This design comes from an exercise in tuning for small area on the open sky130 flow, not from production work. At most, simulation tests tie the RTL to the original design; equivalence was not proved.

==> run P: inputs <==
==> flow/design.v (excerpt) <==
module inc_cond_mppt (
    input wire clk,
    input wire reset,
    input wire start,
    input wire [15:0] voltage_in,
    input wire [15:0] current_in,
    output wire [15:0] duty_cycle,
    output reg mpp_found,
    output wire [15:0] power_out
);
    reg [7:0] duty_hi;    
    reg       duty_mid;   
    reg       duty_lo;    
    assign duty_cycle = {2'b00, duty_hi, {5{duty_mid}}, duty_lo};
    reg calc, upd;
    reg [15:0] v_prev, i_prev;
    always @(posedge clk) begin
        v_prev <= voltage_in;
        i_prev <= current_in;
    end
    wire [15:0] i_same = ~(current_in ^ i_prev);
    wire [15:0] v_same = ~(voltage_in ^ v_prev);
    wire i_eq = &i_same;
    wire [16:0] ic, vc;
    assign ic[0] = 1'b1;
    assign vc[0] = 1'b1;
    genvar q;
    generate for (q = 0; q < 16; q = q + 1) begin : g_cmp
        if (q % 2 == 0) begin : g_even
            assign ic[q+1] = ~(i_same[q] ? ic[q] : current_in[q]);
            assign vc[q+1] = ~(v_same[q] ? vc[q] : voltage_in[q]);
        end else begin : g_odd
            assign ic[q+1] = ~(i_same[q] ? ic[q] : i_prev[q]);
            assign vc[q+1] = ~(v_same[q] ? vc[q] : v_prev[q]);
        end
    end endgenerate
    wire i_ge = ic[16];
    wire v_ge = vc[16];
    wire up = ~(i_ge ^ v_ge);
    wire step = calc & ~i_eq;
    wire [7:0] m = ~(duty_hi ^ {8{up}});
    wire [8:0] t;
    assign t[0] = 1'b1;
    genvar k;
    generate for (k = 0; k < 8; k = k + 1) begin : g_t
        assign t[k+1] = t[k] & m[k];
    end endgenerate
    wire sat = t[8];                        
    wire lo_zero = (duty_hi == 8'd1) & ~duty_lo;  
    wire set_l = sat | (~up & lo_zero);
    always @(posedge clk or posedge reset) begin
        if (reset) begin
            calc <= 1'b0;
            upd <= 1'b0;
            duty_hi <= 8'h80;
            duty_mid <= 1'b0;
            duty_lo <= 1'b0;
            mpp_found <= 1'b0;
        end else begin
            calc <= ~calc & ~upd & start;
            upd <= calc;
            if (calc)
                mpp_found <= i_eq;
            if (step & ~sat)
  ...
clock: 10.0 ns
lec_check: 0
cap_margin: 20
core_margin: 2
core_utilization: 40
slew_margin: 20
standard.sh (not shown) runs the stock make flow with config.mk's settings and CLKGATE_MAP_FILE= SYNTH_SCRIPT=/design/flow/synth_recipe.tcl, a recipe that flattens the netlist after the stock synthesis.
==> flow/flow/run.sh <==
#!/bin/bash
# Layout flow: the standard ORFS flow, except that
#  - the adder cells mfa/mha of the RTL are mapped straight onto the
#    sky130 full/half adder cells (map.py), and Yosys's own full-adder
#    extraction is off (the design's adders are already explicit),
#  - ABC uses an area-oriented mapping script (abc.script),
#  - port buffers use the smallest buffer cell.
# Each tool's output goes to a log in this folder (make.log, orfs/logs/).
set -euo pipefail
W=$(pwd)
F=$W/flow
python3 $F/map.py $W/design.v $W/design_mapped.v
sed "s#^\(\s*\)log_cmd abc {\*}\$abc_args#\1log_cmd abc {*}[lreplace \$abc_args 1 1 $F/abc.script]#" \
  $FLOW_HOME/scripts/synth.tcl > $W/flow_synth.tcl
grep -q "lreplace" $W/flow_synth.tcl
sed "s#source \$::env(SCRIPTS_DIR)/synth.tcl#source $W/flow_synth.tcl#" $W/synth_recipe.tcl > $W/flow_synth_recipe.tcl
grep -q "flow_synth.tcl" $W/flow_synth_recipe.tcl
sed "s#^export VERILOG_FILES = .*#export VERILOG_FILES = $W/design_mapped.v#" $W/config.mk > $W/flow_config.mk
source $F/settings.sh
make -C $FLOW_HOME DESIGN_CONFIG=$W/flow_config.mk WORK_HOME=$W/orfs CLKGATE_MAP_FILE= \
  SYNTH_SCRIPT=$W/flow_synth_recipe.tcl ADDER_MAP_FILE= \
  "${MAKE_ARGS[@]}" finish > $W/make.log 2>&1
: # left out here: write the final layout as DEF
==> flow/flow/abc.script <==
strash
dch -f
map -a
strash
dch -f
map -a
topo
stime -c
==> flow/flow/map.py <==
#!/usr/bin/env python3
# Replace the bodies of the adder modules mfa/mha with sky130 cells.
import re, sys
src = open(sys.argv[1]).read()
cells = {
    'mfa': "  sky130_fd_sc_hd__fa_1 u (.A(a), .B(b), .CIN(c), .SUM(s), .COUT(co));\n",
    'mha': "  sky130_fd_sc_hd__ha_1 u (.A(a), .B(b), .SUM(s), .COUT(co));\n",
}
def rep(m):
    name, ports = m.group(1), m.group(2)
    if name in cells:
        return f"module {name}({ports});\n{cells[name]}endmodule"
    return m.group(0)
out = re.sub(r"module\s+(\w+)\s*\(([^;]*?)\);(.*?)endmodule", rep, src, flags=re.S)
open(sys.argv[2], 'w').write(out)
==> flow/flow/place_pre.tcl <==
# Buffer every input and output port (as the standard flow does), with a
# buffer cell sized for each side: inputs drive many loads, outputs one pin.
buffer_ports -inputs -buffer_cell sky130_fd_sc_hd__buf_1
buffer_ports -outputs -buffer_cell sky130_fd_sc_hd__buf_1
==> flow/flow/settings.sh <==
MAKE_ARGS=(CAP_MARGIN=20 CORE_MARGIN=2 CORE_UTILIZATION=40 SLEW_MARGIN=20
DONT_BUFFER_PORTS=1 PRE_GLOBAL_PLACE_TCL=$F/place_pre.tcl
"MIN_BUF_CELL_AND_PORTS=sky130_fd_sc_hd__buf_1 A X"
"GPL_TIMING_DRIVEN=0"
"CTS_BUF_LIST=sky130_fd_sc_hd__clkbuf_8"
"SYNTH_INSBUF=0"
"SETUP_SLACK_MARGIN=-0.15"
)
==> run F: changes against run P <==
--- a/flow/design.v
+++ b/flow/design.v
@@ -454,70 +454,46 @@
   wire pg230 = g0[18] | (p0[18] & g0[17]);
   wire pp231 = p0[18] & p0[17];
   wire pg232 = g0[20] | (p0[20] & g0[19]);
   wire pp233 = p0[20] & p0[19];
   wire pg234 = g0[22] | (p0[22] & g0[21]);
   wire pp235 = p0[22] & p0[21];
-  wire pg236 = g0[1] | (p0[1] & pg212);
-  wire pg238 = pg214 | (pp215 & pg212);
-  wire pg240 = g0[5] | (p0[5] & pg216);
-  wire pp241 = p0[5] & pp217;
-  wire pg242 = pg218 | (pp219 & pg216);
-  wire pp243 = pp219 & pp217;
-  wire pg244 = g0[9] | (p0[9] & pg220);
-  wire pp245 = p0[9] & pp221;
-  wire pg246 = pg222 | (pp223 & pg220);
-  wire pp247 = pp223 & pp221;
-  wire pg248 = g0[13] | (p0[13] & pg224);
-  wire pp249 = p0[13] & pp225;
-  wire pg250 = pg226 | (pp227 & pg224);
-  wire pp251 = pp227 & pp225;
-  wire pg252 = g0[17] | (p0[17] & pg228);
-  wire pp253 = p0[17] & pp229;
-  wire pg254 = pg230 | (pp231 & pg228);
-  wire pp255 = pp231 & pp229;
-  wire pg256 = g0[21] | (p0[21] & pg232);
-  wire pp257 = p0[21] & pp233;
-  wire pg258 = pg234 | (pp235 & pg232);
-  wire pp259 = pp235 & pp233;
-  wire pg260 = g0[3] | (p0[3] & pg238);
-  wire pg262 = pg216 | (pp217 & pg238);
-  wire pg264 = pg240 | (pp241 & pg238);
-  wire pg266 = pg242 | (pp243 & pg238);
-  wire pg268 = g0[11] | (p0[11] & pg246);
-  wire pp269 = p0[11] & pp247;
-  wire pg270 = pg224 | (pp225 & pg246);
-  wire pp271 = pp225 & pp247;
-  wire pg272 = pg248 | (pp249 & pg246);
-  wire pp273 = pp249 & pp247;
-  wire pg274 = pg250 | (pp251 & pg246);
-  wire pp275 = pp251 & pp247;
-  wire pg276 = g0[19] | (p0[19] & pg254);
-  wire pp277 = p0[19] & pp255;
-  wire pg278 = pg232 | (pp233 & pg254);
-  wire pp279 = pp233 & pp255;
-  wire pg280 = pg256 | (pp257 & pg254);
-  wire pp281 = pp257 & pp255;
-  wire pg282 = pg258 | (pp259 & pg254);
-  wire pp283 = pp259 & pp255;
-  wire pg284 = g0[7] | (p0[7] & pg266);
-  wire pg286 = pg220 | (pp221 & pg266);
-  wire pg288 = pg244 | (pp245 & pg266);
-  wire pg290 = pg246 | (pp247 & pg266);
-  wire pg292 = pg268 | (pp269 & pg266);
-  wire pg294 = pg270 | (pp271 & pg266);
-  wire pg296 = pg272 | (pp273 & pg266);
-  wire pg298 = pg274 | (pp275 & pg266);
-  wire pg300 = g0[23] | (p0[23] & pg282);
-  wire pp301 = p0[23] & pp283;
-  wire pg302 = g0[15] | (p0[15] & pg298);
-  wire pg304 = pg228 | (pp229 & pg298);
-  wire pg306 = pg252 | (pp253 & pg298);
-  wire pg308 = pg254 | (pp255 & pg298);
-  wire pg310 = pg276 | (pp277 & pg298);
-  wire pg312 = pg278 | (pp279 & pg298);
-  wire pg314 = pg280 | (pp281 & pg298);
-  wire pg316 = pg282 | (pp283 & pg298);
-  wire pg318 = pg300 | (pp301 & pg298);
-  wire [15:0] hc = {pg316, pg314, pg312, pg310, pg308, pg306, pg304, pg302, pg298, pg296, pg294, pg292, pg290, pg288, pg286, pg284};
+  wire pg236 = pg214 | (pp215 & pg212);
+  wire pg238 = pg218 | (pp219 & pg216);
+  wire pp239 = pp219 & pp217;
+  wire pg240 = pg222 | (pp223 & pg220);
+  wire pp241 = pp223 & pp221;
+  wire pg242 = pg226 | (pp227 & pg224);
+  wire pp243 = pp227 & pp225;
+  wire pg244 = pg230 | (pp231 & pg228);
+  wire pp245 = pp231 & pp229;
+  wire pg246 = pg234 | (pp235 & pg232);
+  wire pp247 = pp235 & pp233;
+  wire pg248 = pg238 | (pp239 & pg236);
+  wire pg250 = pg242 | (pp243 & pg240);
+  wire pp251 = pp243 & pp241;
+  wire pg252 = pg246 | (pp247 & pg244);
+  wire pp253 = pp247 & pp245;
+  wire pg254 = pg250 | (pp251 & pg248);
+  wire pg256 = pg252 | (pp253 & pg254);
+  wire pg258 = pg240 | (pp241 & pg248);
+  wire pg260 = pg244 | (pp245 & pg254);
+  wire pg262 = pg216 | (pp217 & pg236);
+  wire pg264 = pg220 | (pp221 & pg248);
+  wire pg266 = pg224 | (pp225 & pg258);
+  wire pg268 = pg228 | (pp229 & pg254);
+  wire pg270 = pg232 | (pp233 & pg260);
+  wire pg272 = g0[1] | (p0[1] & pg212);
+  wire pg274 = g0[3] | (p0[3] & pg236);
+  wire pg276 = g0[5] | (p0[5] & pg262);
+  wire pg278 = g0[7] | (p0[7] & pg248);
+  wire pg280 = g0[9] | (p0[9] & pg264);
+  wire pg282 = g0[11] | (p0[11] & pg258);
+  wire pg284 = g0[13] | (p0[13] & pg266);
+  wire pg286 = g0[15] | (p0[15] & pg254);
+  wire pg288 = g0[17] | (p0[17] & pg268);
+  wire pg290 = g0[19] | (p0[19] & pg260);
+  wire pg292 = g0[21] | (p0[21] & pg270);
+  wire pg294 = g0[23] | (p0[23] & pg256);
+  wire [15:0] hc = {pg256, pg292, pg270, pg290, pg260, pg288, pg268, pg286, pg254, pg284, pg266, pg282, pg258, pg280, pg264, pg278};
   assign p = ~(p0[23:8] ^ hc);
 endmodule
==> flow/flow/abc.script (replaced) <==
strash
dch -f
map -a
topo
stime -c
==> qor summary <==
| quantity | run P | run F |
|---|---|---|
| Run status | complete, no violations | complete, no violations |
| Cell area after layout | 7210 um^2 | 7120 um^2 |
| Wire length of the first global-routing pass | 27600 um | 28000 um |
| Violation count after the first detailed-routing iteration | 344 | 399 |
| Max incr delay on CP | 0.45 ns | 0.53 ns |
| Share of cells above drive strength 1 | 10.7% | 9.73% |
| Sum of net half-perimeters after detailed placement | 12600 um | 12800 um |
| Starting utilization of the core area | 40.9% | 41.0% |
| Total length of routed met3 wires | 1360 um | 1070 um |
| Fraction of standard cell area in multi-input logic | 71.0% | 72.2% |
| Area of the die | 16600 um^2 | 16600 um^2 |
| TAP cells | 188 | 211 |
| Hold_ws | 0.410 ns | 0.407 ns |
| Clock buffer cells | 6 | 5 |
| Met2 Resource Use GR | 34.6% | 36.1% |
| Layout Utilization | 47.4% | 46.7% |
| Critical path endpoint | power_out[15] | power_out[14] |
| Minimum setup slack among reg-to-reg paths | 6.08 ns | 5.68 ns |
| Post-synthesis sequential area ratio | 15.6% | 15.5% |
| Buffering overhead | 6.14% | 4.80% |
| Ratio of final minimum period to clock period | 97.7% | 97.7% |
Only the layout flow was run in run F; the RTL was not checked for function there.

-- what the ideal ports hide --
No port has a modelled driver above. Below, the same layouts with a new extraction and two added sets of constraints. Step 1 (the two cells are an assumption about what drives the block):
set clk [get_ports {clk}]
set_driving_cell -lib_cell sky130_fd_sc_hd__clkbuf_16 $clk
set_driving_cell -lib_cell sky130_fd_sc_hd__buf_2 [delete_from_list [all_inputs] $clk]
Step 2 also shifts input and output timing later by t, the mid clock arrival at the registers, as if the neighbouring blocks saw the same clock. a / b / c = ideal / step 1 / step 2; a / b = the first two.
run | t (ns) | setup slack, ns | latest minus earliest clock arrival (ns) | worst data-port slew with drivers (ns)
run P | 0.321 | 0.228 / 0.204 / 0.204 | 0.009 / 0.008 | 0.05
run F | 0.319 | 0.233 / 0.205 / 0.205 | 0.005 / 0.004 | 0.04
After both steps setup and hold are still met in every run listed. The setup slack of run F, which loses most, moves by -0.028 ns with the drivers and by -0.028 ns with both steps.
